This design comes from an exercise in tuning for small area on the open sky130 flow, not from production work.
Only simulation tests tie the RTL to the original design; equivalence was not proved.
The clock input has no modelled driver; a real chip could not lean on it and would need a root buffer or a full tree.

Design counterLight, start of the top module:
module counterLight(sel,r_end,y_end,g_end,clk,counter_A,counter_B);
	input [2:0]sel;
	input [6:0]r_end,y_end,g_end;
	input clk;
	output [6:0]counter_A,counter_B;
	wire [6:0]r,y,g,cnt_A,cnt_B;
	wire [2:0]last_sel;
	counterState state(sel,r_end,y_end,g_end,counter_A,counter_B,clk,
	                   last_sel,r,y,g,cnt_A,cnt_B);
	wire [6:0]w1,w2;
	wire [7:0]c1,c2;
	assign c1[0]=1'b0;
	assign c2[0]=1'b0;
	genvar i;
	generate for(i=0;i<7;i=i+1) begin:add
		assign w1[i]=r[i]^g[i]^c1[i];
		assign c1[i+1]=(r[i]&g[i])|(c1[i]&(r[i]^g[i]));
		assign w2[i]=w1[i]^y[i]^c2[i];
		assign c2[i+1]=(w1[i]&y[i])|(c2[i]&(w1[i]^y[i]));
	end endgenerate
	wire run=(sel==last_sel)&(sel!=3'd7);
	wire s0=~run&(sel==3'd0);
	wire s1=~run&(sel==3'd1);
	wire s2=~run&(sel==3'd2);
	wire s3=~run&(sel==3'd3);
	wire s4=~run&(sel==3'd4);
	wire s5=~run&(sel==3'd5);
	wire s6=~run&(sel==3'd6);
	assign counter_A=({7{run}}&cnt_A)|({7{s0|s3}}&r)|({7{s1}}&w2)|({7{s2}}&w1)|
	                 ({7{s4|s6}}&y)|({7{s5}}&g);
	assign counter_B=({7{run}}&cnt_B)|({7{s0|s6}}&r)|({7{s1|s3}}&y)|({7{s2}}&g)|
	                 ({7{s4}}&w1)|({7{s5}}&w2);
endmodule
clock: 5.0 ns
lec_check: 0
cap_margin: 20
core_margin: 2
core_utilization: 40
gpl_timing_driven: 0
setup_slack_margin: 0.05
slew_margin: 20
standard.sh (not shown) runs the stock make flow with config.mk's settings and CLKGATE_MAP_FILE= SYNTH_SCRIPT=/design/flow/synth_recipe.tcl, a recipe that flattens the netlist after the stock synthesis.
==> flow/flow/run.sh <==
#!/bin/bash
# Standard layout with these changes:
#  - the full adders of the standard synthesis get the polarity that needs the
#    fewest inverters (fa_polarity.py), and the combinational logic is then
#    re-mapped for area (flip-flops, adders and their names kept, remap.tcl);
#  - the port buffers are the smallest buffer, sky130_fd_sc_hd__buf_1;
#  - the clock is three buffers on the port instead of an H-tree (see cts_hook.tcl).
set -euo pipefail
export BUFFER_PORTS_ARGS="-buffer_cell sky130_fd_sc_hd__buf_1"
export PRE_CTS_TCL=$PWD/flow/cts_hook.tcl FLOW_CLOCK_PORT=clk FLOW_CLOCK_BUF=sky130_fd_sc_hd__clkbuf_8 FLOW_CLOCK_NBUF=3
R=$PWD/orfs/results/$FLOW_PLATFORM/counterLight/base

bash standard.sh synth > synth.log 2>&1
cp $R/1_2_yosys.v $R/1_2_yosys.std.v

export LIB=$FLOW_HOME/platforms/$FLOW_PLATFORM/lib/sky130_fd_sc_hd__tt_025C_1v80.lib
python3 flow/fa_polarity.py $R/1_2_yosys.std.v $R/1_2_yosys.pol.v > fa_polarity.log 2>&1
export NETLIST_IN=$R/1_2_yosys.pol.v NETLIST_OUT=$R/1_2_yosys.v TOP=$FLOW_TOP
DONT_USE_ARGS=""
for c in $(sed -n '/^export DONT_USE_CELLS/,/^#/p' $FLOW_HOME/platforms/$FLOW_PLATFORM/config.mk | grep -o 'sky130_fd_sc_hd__[a-z0-9_]*'); do
  DONT_USE_ARGS="$DONT_USE_ARGS -dont_use $c"
done
export DONT_USE_ARGS
export ABC_SCRIPT="+strash;&get,-n;&dch;&nf,-R,1000;&put;topo"
yosys -c flow/remap.tcl > remap.log 2>&1
rm -f $R/1_synth.odb $R/1_synth.sdc

bash standard.sh finish > standard.log 2>&1
==> flow/flow/fa_polarity.py <==
#!/usr/bin/env python3
"""Choose the polarity of each full adder in a mapped netlist.

A full adder is self-dual: inverting its three inputs inverts both outputs.
Yosys's extract_fa picks the polarity of each adder it finds on its own, which
leaves inverters between chained adders and between flip-flops and adders.
This script picks, for every sky130 fa cell, whether to use it inverted, so
that as few adder inputs as possible need an inverter from a flip-flop, port,
half adder or other full adder. A flipped adder gets explicit inversions on
its pins ("assign" statements); the re-mapping that follows (remap.tcl) merges
them into the surrounding logic. The function of the netlist is unchanged.

usage: fa_polarity.py IN.v OUT.v
"""
import itertools
import re
import sys

src = open(sys.argv[1]).read()
inst_re = re.compile(r'^(\s*)(sky130_fd_sc_hd__\w+)\s+(\S+)\s*\((.*?)\);', re.M | re.S)
pin_re = re.compile(r'\.(\w+)\(\s*(.*?)\s*\)\s*(?=,|$)', re.S)

insts = []
for m in inst_re.finditer(src):
    pins = {p: n.strip() for p, n in pin_re.findall(m.group(4))}
    insts.append((m.group(2), m.group(3), pins, m.span()))

OUTS = ('X', 'Y', 'Q', 'SUM', 'COUT')
drv = {}
for t, name, pins, _ in insts:
    for p, n in pins.items():
        if p in OUTS:
            drv[n] = (t, name, p)

def is_inv(t):
    return re.match(r'sky130_fd_sc_hd__(clk)?inv_\d+$', t) is not None

def is_buf(t):
    return re.match(r'sky130_fd_sc_hd__(clk)?buf_\d+$', t) is not None

def trace(net):
    """Follow inverters and buffers back; return (source, parity)."""
    par = 0
    for _ in range(100):
        d = drv.get(net)
        if d is None:
            return ('port', net), par
        t, name, _p = d
        pins = next(i[2] for i in insts if i[1] == name)
        if is_inv(t):
            par ^= 1
            net = pins['A']
        elif is_buf(t):
            net = pins['A']
        elif '__fa_' in t:
            return ('fa', name), par
        elif '__ha_' in t or '__df' in t:
            return ('fixed', name), par
        else:
            return None, par
    return None, par

fas = [i for i in insts if '__fa_' in i[0]]
names = [i[1] for i in fas]
edges = []   # (this fa, source fa or None, parity)
for t, name, pins, _ in fas:
    for p in ('A', 'B', 'CIN'):
        s, par = trace(pins[p])
        if s is None:
            continue
        if s[0] == 'port' and re.match(r"\d+'b", s[1]):
            continue
        edges.append((name, s[1] if s[0] == 'fa' else None, par))

def cost(flip):
    c = 0
    for n, s, par in edges:
        c += par ^ flip[n] ^ (flip[s] if s else 0)
    return c

best = None
if len(names) <= 20:
    for bits in itertools.product((0, 1), repeat=len(names)):
        f = dict(zip(names, bits))
        k = cost(f)
        if best is None or k < best[0]:
            best = (k, f)
else:
    f = {n: 0 for n in names}
    best = (cost(f), f)
    improved = True
    while improved:
        improved = False
        for n in names:
            f[n] ^= 1
            k = cost(f)
            if k < best[0]:
                best = (k, dict(f))
                improved = True
            else:
                f[n] ^= 1
flip = best[1]
print(f"fa_polarity: {len(names)} full adders, inverted inputs {cost({n: 0 for n in names})} -> {best[0]}, "
      f"flipped {sum(flip.values())}")

out = []
pos = 0
extra = []
k = 0
for t, name, pins, (a, b) in insts:
    if '__fa_' not in t or not flip.get(name):
        continue
    body = src[a:b]
    for p, n in pins.items():
        w = f"fapol_{k}"
        k += 1
        extra.append(f"  wire {w};\n")
        if p in OUTS:
            extra.append(f"  assign {n} = ~{w};\n")
        else:
            extra.append(f"  assign {w} = ~{n};\n")
        body = re.sub(r'(\.' + p + r'\()\s*' + re.escape(n) + r'\s*\)', r'\g<1>' + w + ')', body)
    out.append(src[pos:a])
    out.append(body)
    pos = b
out.append(src[pos:])
res = ''.join(out)
i = res.rindex('endmodule')
res = res[:i] + ''.join(extra) + res[i:]
open(sys.argv[2], 'w').write(res)
==> flow/flow/remap.tcl <==
# Re-map the combinational logic of the standard synthesis netlist for area.
# Flip-flops, full and half adders stay as the standard synthesis made them
# (same instances, same names); everything else is handed to abc again.
yosys read_liberty -ignore_miss_func $::env(LIB)
yosys read_verilog $::env(NETLIST_IN)
yosys hierarchy -top $::env(TOP)
yosys setattr -mod -set keep_hierarchy 1 sky130_fd_sc_hd__dfxtp_1 sky130_fd_sc_hd__fa_1 sky130_fd_sc_hd__ha_1
yosys rename -hide c:* t:sky130_fd_sc_hd__dfxtp_1 %d
yosys flatten
yosys simplemap
yosys opt -purge
yosys cd $::env(TOP)
yosys abc -liberty $::env(LIB) {*}$::env(DONT_USE_ARGS) -script $::env(ABC_SCRIPT)
yosys cd
yosys opt_clean -purge
yosys stat -liberty $::env(LIB)
yosys blackbox sky130_fd_sc_hd__*

yosys write_verilog -noattr $::env(NETLIST_OUT)
Other scripts of this flow, unchanged in this note and not shown: flow/flow/cts_hook.tcl
The first run finished but failed the layout checks on setup timing.
Edit:
--- a/flow/flow/remap.tcl
+++ b/flow/flow/remap.tcl
@@ -8,5 +8,4 @@
 yosys rename -hide c:* t:sky130_fd_sc_hd__dfxtp_1 %d
 yosys flatten
-yosys simplemap
 yosys opt -purge
 yosys cd $::env(TOP)
After rerunning: This time the run stopped in netlist read-in after synthesis.
Edit:
--- a/flow/flow/run.sh
+++ b/flow/flow/run.sh
@@ -3,8 +3,11 @@
 #  - the full adders of the standard synthesis get the polarity that needs the
 #    fewest inverters (fa_polarity.py), and the combinational logic is then
-#    re-mapped for area (flip-flops, adders and their names kept, remap.tcl);
+#    re-mapped for area (flip-flops, full adders and their names kept, remap.tcl);
 #  - the port buffers are the smallest buffer, sky130_fd_sc_hd__buf_1;
-#  - the clock is three buffers on the port instead of an H-tree (see cts_hook.tcl).
+#  - the clock is three buffers on the port instead of an H-tree (see cts_hook.tcl);
+#  - timing-driven global placement does not keep its buffers, and gates off
+#    the critical paths are downsized after global routing (RECOVER_POWER).
 set -euo pipefail
+export GPL_KEEP_OVERFLOW=0 RECOVER_POWER=100
 export BUFFER_PORTS_ARGS="-buffer_cell sky130_fd_sc_hd__buf_1"
 export PRE_CTS_TCL=$PWD/flow/cts_hook.tcl FLOW_CLOCK_PORT=clk FLOW_CLOCK_BUF=sky130_fd_sc_hd__clkbuf_8 FLOW_CLOCK_NBUF=3
@@ -22,5 +25,5 @@
 done
 export DONT_USE_ARGS
-export ABC_SCRIPT="+strash;&get,-n;&dch;&nf,-R,1000;&put;topo"
+export ABC_SCRIPT="+strash;&get,-n;&deepsyn,-J,20,-T,100;&dch,-f;&nf,-R,1000;&put;topo"
 yosys -c flow/remap.tcl > remap.log 2>&1
 rm -f $R/1_synth.odb $R/1_synth.sdc
--- a/flow/flow/fa_polarity.py
+++ b/flow/flow/fa_polarity.py
@@ -113,11 +113,12 @@
     body = src[a:b]
     for p, n in pins.items():
+        ref = n + ' ' if n.startswith('\\') else n  # escaped names end at a space
         w = f"fapol_{k}"
         k += 1
         extra.append(f"  wire {w};\n")
         if p in OUTS:
-            extra.append(f"  assign {n} = ~{w};\n")
+            extra.append(f"  assign {ref} = ~{w};\n")
         else:
-            extra.append(f"  assign {w} = ~{n};\n")
+            extra.append(f"  assign {w} = ~{ref};\n")
         body = re.sub(r'(\.' + p + r'\()\s*' + re.escape(n) + r'\s*\)', r'\g<1>' + w + ')', body)
     out.append(src[pos:a])
==> flow/flow/remap.tcl (replaced) <==
# Re-map the combinational logic of the standard synthesis netlist for area.
# Flip-flops and full adders stay as the standard synthesis made them
# (same instances, same names); everything else is handed to abc again.
yosys read_liberty -ignore_miss_func $::env(LIB)
yosys read_verilog $::env(NETLIST_IN)
yosys hierarchy -top $::env(TOP)
yosys setattr -mod -set keep_hierarchy 1 sky130_fd_sc_hd__dfxtp_1 sky130_fd_sc_hd__fa_1
yosys rename -hide c:* t:sky130_fd_sc_hd__dfxtp_1 %d
yosys flatten
yosys simplemap
yosys opt -purge
yosys cd $::env(TOP)
yosys abc -liberty $::env(LIB) {*}$::env(DONT_USE_ARGS) -script $::env(ABC_SCRIPT)
yosys cd
yosys opt_clean -purge
yosys stat -liberty $::env(LIB)
yosys blackbox sky130_fd_sc_hd__*

yosys write_verilog -noattr $::env(NETLIST_OUT)
Settings changed: GPL_TIMING_DRIVEN 0 to 1.
- The new run passed the timing, DRC and antenna checks
Edit:
--- a/flow/flow/run.sh
+++ b/flow/flow/run.sh
@@ -3,11 +3,8 @@
 #  - the full adders of the standard synthesis get the polarity that needs the
 #    fewest inverters (fa_polarity.py), and the combinational logic is then
-#    re-mapped for area (flip-flops, full adders and their names kept, remap.tcl);
+#    re-mapped for area (flip-flops, adders and their names kept, remap.tcl);
 #  - the port buffers are the smallest buffer, sky130_fd_sc_hd__buf_1;
-#  - the clock is three buffers on the port instead of an H-tree (see cts_hook.tcl);
-#  - timing-driven global placement does not keep its buffers, and gates off
-#    the critical paths are downsized after global routing (RECOVER_POWER).
+#  - the clock is three buffers on the port instead of an H-tree (see cts_hook.tcl).
 set -euo pipefail
-export GPL_KEEP_OVERFLOW=0 RECOVER_POWER=100
 export BUFFER_PORTS_ARGS="-buffer_cell sky130_fd_sc_hd__buf_1"
 export PRE_CTS_TCL=$PWD/flow/cts_hook.tcl FLOW_CLOCK_PORT=clk FLOW_CLOCK_BUF=sky130_fd_sc_hd__clkbuf_8 FLOW_CLOCK_NBUF=3
@@ -25,5 +22,5 @@
 done
 export DONT_USE_ARGS
-export ABC_SCRIPT="+strash;&get,-n;&deepsyn,-J,20,-T,100;&dch,-f;&nf,-R,1000;&put;topo"
+export ABC_SCRIPT="+strash;&get,-n;&deepsyn,-T,20;&dch,-f;&nf,-R,1000;&put;topo"
 yosys -c flow/remap.tcl > remap.log 2>&1
 rm -f $R/1_synth.odb $R/1_synth.sdc
--- a/flow/flow/fa_polarity.py
+++ b/flow/flow/fa_polarity.py
@@ -113,12 +113,11 @@
     body = src[a:b]
     for p, n in pins.items():
-        ref = n + ' ' if n.startswith('\\') else n  # escaped names end at a space
         w = f"fapol_{k}"
         k += 1
         extra.append(f"  wire {w};\n")
         if p in OUTS:
-            extra.append(f"  assign {ref} = ~{w};\n")
+            extra.append(f"  assign {n} = ~{w};\n")
         else:
-            extra.append(f"  assign {w} = ~{ref};\n")
+            extra.append(f"  assign {w} = ~{n};\n")
         body = re.sub(r'(\.' + p + r'\()\s*' + re.escape(n) + r'\s*\)', r'\g<1>' + w + ')', body)
     out.append(src[pos:a])
==> flow/flow/remap.tcl (replaced) <==
# Re-map the combinational logic of the standard synthesis netlist for area.
# Flip-flops, full and half adders stay as the standard synthesis made them
# (same instances, same names); everything else is handed to abc again.
yosys read_liberty -ignore_miss_func $::env(LIB)
yosys read_verilog $::env(NETLIST_IN)
yosys hierarchy -top $::env(TOP)
yosys setattr -mod -set keep_hierarchy 1 sky130_fd_sc_hd__dfxtp_1 sky130_fd_sc_hd__fa_1 sky130_fd_sc_hd__ha_1
yosys rename -hide c:* t:sky130_fd_sc_hd__dfxtp_1 %d
yosys flatten
yosys opt -purge
yosys cd $::env(TOP)
yosys abc -liberty $::env(LIB) {*}$::env(DONT_USE_ARGS) -script $::env(ABC_SCRIPT)
yosys cd
yosys opt_clean -purge
yosys stat -liberty $::env(LIB)
yosys blackbox sky130_fd_sc_hd__*

yosys write_verilog -noattr $::env(NETLIST_OUT)
Settings changed: GPL_TIMING_DRIVEN 1 to 0.
Effect:
- The new run did not get past netlist read-in after synthesis on STA-0171
Edit:
--- a/flow/flow/run.sh
+++ b/flow/flow/run.sh
@@ -3,5 +3,5 @@
 #  - the full adders of the standard synthesis get the polarity that needs the
 #    fewest inverters (fa_polarity.py), and the combinational logic is then
-#    re-mapped for area (flip-flops, adders and their names kept, remap.tcl);
+#    re-mapped for area (flip-flops, full adders and their names kept, remap.tcl);
 #  - the port buffers are the smallest buffer, sky130_fd_sc_hd__buf_1;
 #  - the clock is three buffers on the port instead of an H-tree (see cts_hook.tcl).
@@ -22,5 +22,5 @@
 done
 export DONT_USE_ARGS
-export ABC_SCRIPT="+strash;&get,-n;&deepsyn,-T,20;&dch,-f;&nf,-R,1000;&put;topo"
+export ABC_SCRIPT="+strash;&get,-n;&deepsyn,-J,20,-T,100;&dch,-f;&nf,-R,1000;&put;topo"
 yosys -c flow/remap.tcl > remap.log 2>&1
 rm -f $R/1_synth.odb $R/1_synth.sdc
--- a/flow/flow/fa_polarity.py
+++ b/flow/flow/fa_polarity.py
@@ -113,11 +113,12 @@
     body = src[a:b]
     for p, n in pins.items():
+        ref = n + ' ' if n.startswith('\\') else n  # escaped names end at a space
         w = f"fapol_{k}"
         k += 1
         extra.append(f"  wire {w};\n")
         if p in OUTS:
-            extra.append(f"  assign {n} = ~{w};\n")
+            extra.append(f"  assign {ref} = ~{w};\n")
         else:
-            extra.append(f"  assign {w} = ~{n};\n")
+            extra.append(f"  assign {w} = ~{ref};\n")
         body = re.sub(r'(\.' + p + r'\()\s*' + re.escape(n) + r'\s*\)', r'\g<1>' + w + ')', body)
     out.append(src[pos:a])
==> flow/flow/remap.tcl (replaced) <==
# Re-map the combinational logic of the standard synthesis netlist for area.
# Flip-flops and full adders stay as the standard synthesis made them
# (same instances, same names); everything else is handed to abc again.
yosys read_liberty -ignore_miss_func $::env(LIB)
yosys read_verilog $::env(NETLIST_IN)
yosys hierarchy -top $::env(TOP)
yosys setattr -mod -set keep_hierarchy 1 sky130_fd_sc_hd__dfxtp_1 sky130_fd_sc_hd__fa_1
yosys rename -hide c:* t:sky130_fd_sc_hd__dfxtp_1 %d
yosys flatten
yosys simplemap
yosys opt -purge
yosys cd $::env(TOP)
yosys abc -liberty $::env(LIB) {*}$::env(DONT_USE_ARGS) -script $::env(ABC_SCRIPT)
yosys cd
yosys opt_clean -purge
yosys stat -liberty $::env(LIB)
yosys blackbox sky130_fd_sc_hd__*

yosys write_verilog -noattr $::env(NETLIST_OUT)
Settings changed: GPL_TIMING_DRIVEN 0 to 1.
This time the run produced a clean layout.
Edit:
--- a/flow/flow/run.sh
+++ b/flow/flow/run.sh
@@ -3,5 +3,5 @@
 #  - the full adders of the standard synthesis get the polarity that needs the
 #    fewest inverters (fa_polarity.py), and the combinational logic is then
-#    re-mapped for area (flip-flops, full adders and their names kept, remap.tcl);
+#    re-mapped for area (flip-flops, adders and their names kept, remap.tcl);
 #  - the port buffers are the smallest buffer, sky130_fd_sc_hd__buf_1;
 #  - the clock is three buffers on the port instead of an H-tree (see cts_hook.tcl).
@@ -22,5 +22,5 @@
 done
 export DONT_USE_ARGS
-export ABC_SCRIPT="+strash;&get,-n;&deepsyn,-J,20,-T,100;&dch,-f;&nf,-R,1000;&put;topo"
+export ABC_SCRIPT="+strash;&get,-n;&deepsyn,-T,20;&dch,-f;&nf,-R,1000;&put;topo"
 yosys -c flow/remap.tcl > remap.log 2>&1
 rm -f $R/1_synth.odb $R/1_synth.sdc
--- a/flow/flow/fa_polarity.py
+++ b/flow/flow/fa_polarity.py
@@ -113,12 +113,11 @@
     body = src[a:b]
     for p, n in pins.items():
-        ref = n + ' ' if n.startswith('\\') else n  # escaped names end at a space
         w = f"fapol_{k}"
         k += 1
         extra.append(f"  wire {w};\n")
         if p in OUTS:
-            extra.append(f"  assign {ref} = ~{w};\n")
+            extra.append(f"  assign {n} = ~{w};\n")
         else:
-            extra.append(f"  assign {w} = ~{ref};\n")
+            extra.append(f"  assign {w} = ~{n};\n")
         body = re.sub(r'(\.' + p + r'\()\s*' + re.escape(n) + r'\s*\)', r'\g<1>' + w + ')', body)
     out.append(src[pos:a])
--- a/flow/flow/remap.tcl
+++ b/flow/flow/remap.tcl
@@ -1,9 +1,9 @@
 # Re-map the combinational logic of the standard synthesis netlist for area.
-# Flip-flops and full adders stay as the standard synthesis made them
+# Flip-flops, full and half adders stay as the standard synthesis made them
 # (same instances, same names); everything else is handed to abc again.
 yosys read_liberty -ignore_miss_func $::env(LIB)
 yosys read_verilog $::env(NETLIST_IN)
 yosys hierarchy -top $::env(TOP)
-yosys setattr -mod -set keep_hierarchy 1 sky130_fd_sc_hd__dfxtp_1 sky130_fd_sc_hd__fa_1
+yosys setattr -mod -set keep_hierarchy 1 sky130_fd_sc_hd__dfxtp_1 sky130_fd_sc_hd__fa_1 sky130_fd_sc_hd__ha_1
 yosys rename -hide c:* t:sky130_fd_sc_hd__dfxtp_1 %d
 yosys flatten
Settings changed: CORE_UTILIZATION 40 to 70.
Outcome:
- This time the run never finished: it broke off in clock tree synthesis
- synthesized area climbs by 1.8%
- synthesized cell count climbs by 0.65%
The clock cells of the first, third and fifth runs of this note come from the design's own scripts or RTL, not from TritonCTS.

-- separate check: timing with driven ports --
The results above use ideal ports. As a check the final layouts listed here were re-extracted and re-timed, cells and wires unchanged.
Step 1: set_driving_cell puts a clkbuf_16 on clk and a buf_2 on each other input, an assumption about the parent block.
Step 2 times the ports against the registers' clock, not the clock port: input delays grow and output delays shrink by t, the midpoint of the rising clock arrivals with the driver on.
Three values: ideal ports, drivers, drivers and shift; two values: the first two.
run | shift t [ns] | setup WS [ns] | worst setup path at the end
the first run | 0.189 | -0.037 / -0.083 / 0.105 | register to output
the third run | 0.182 | 0.090 / 0.047 / 0.230 | register to output
the fifth run | 0.179 | 0.214 / 0.174 / 0.353 | register to output
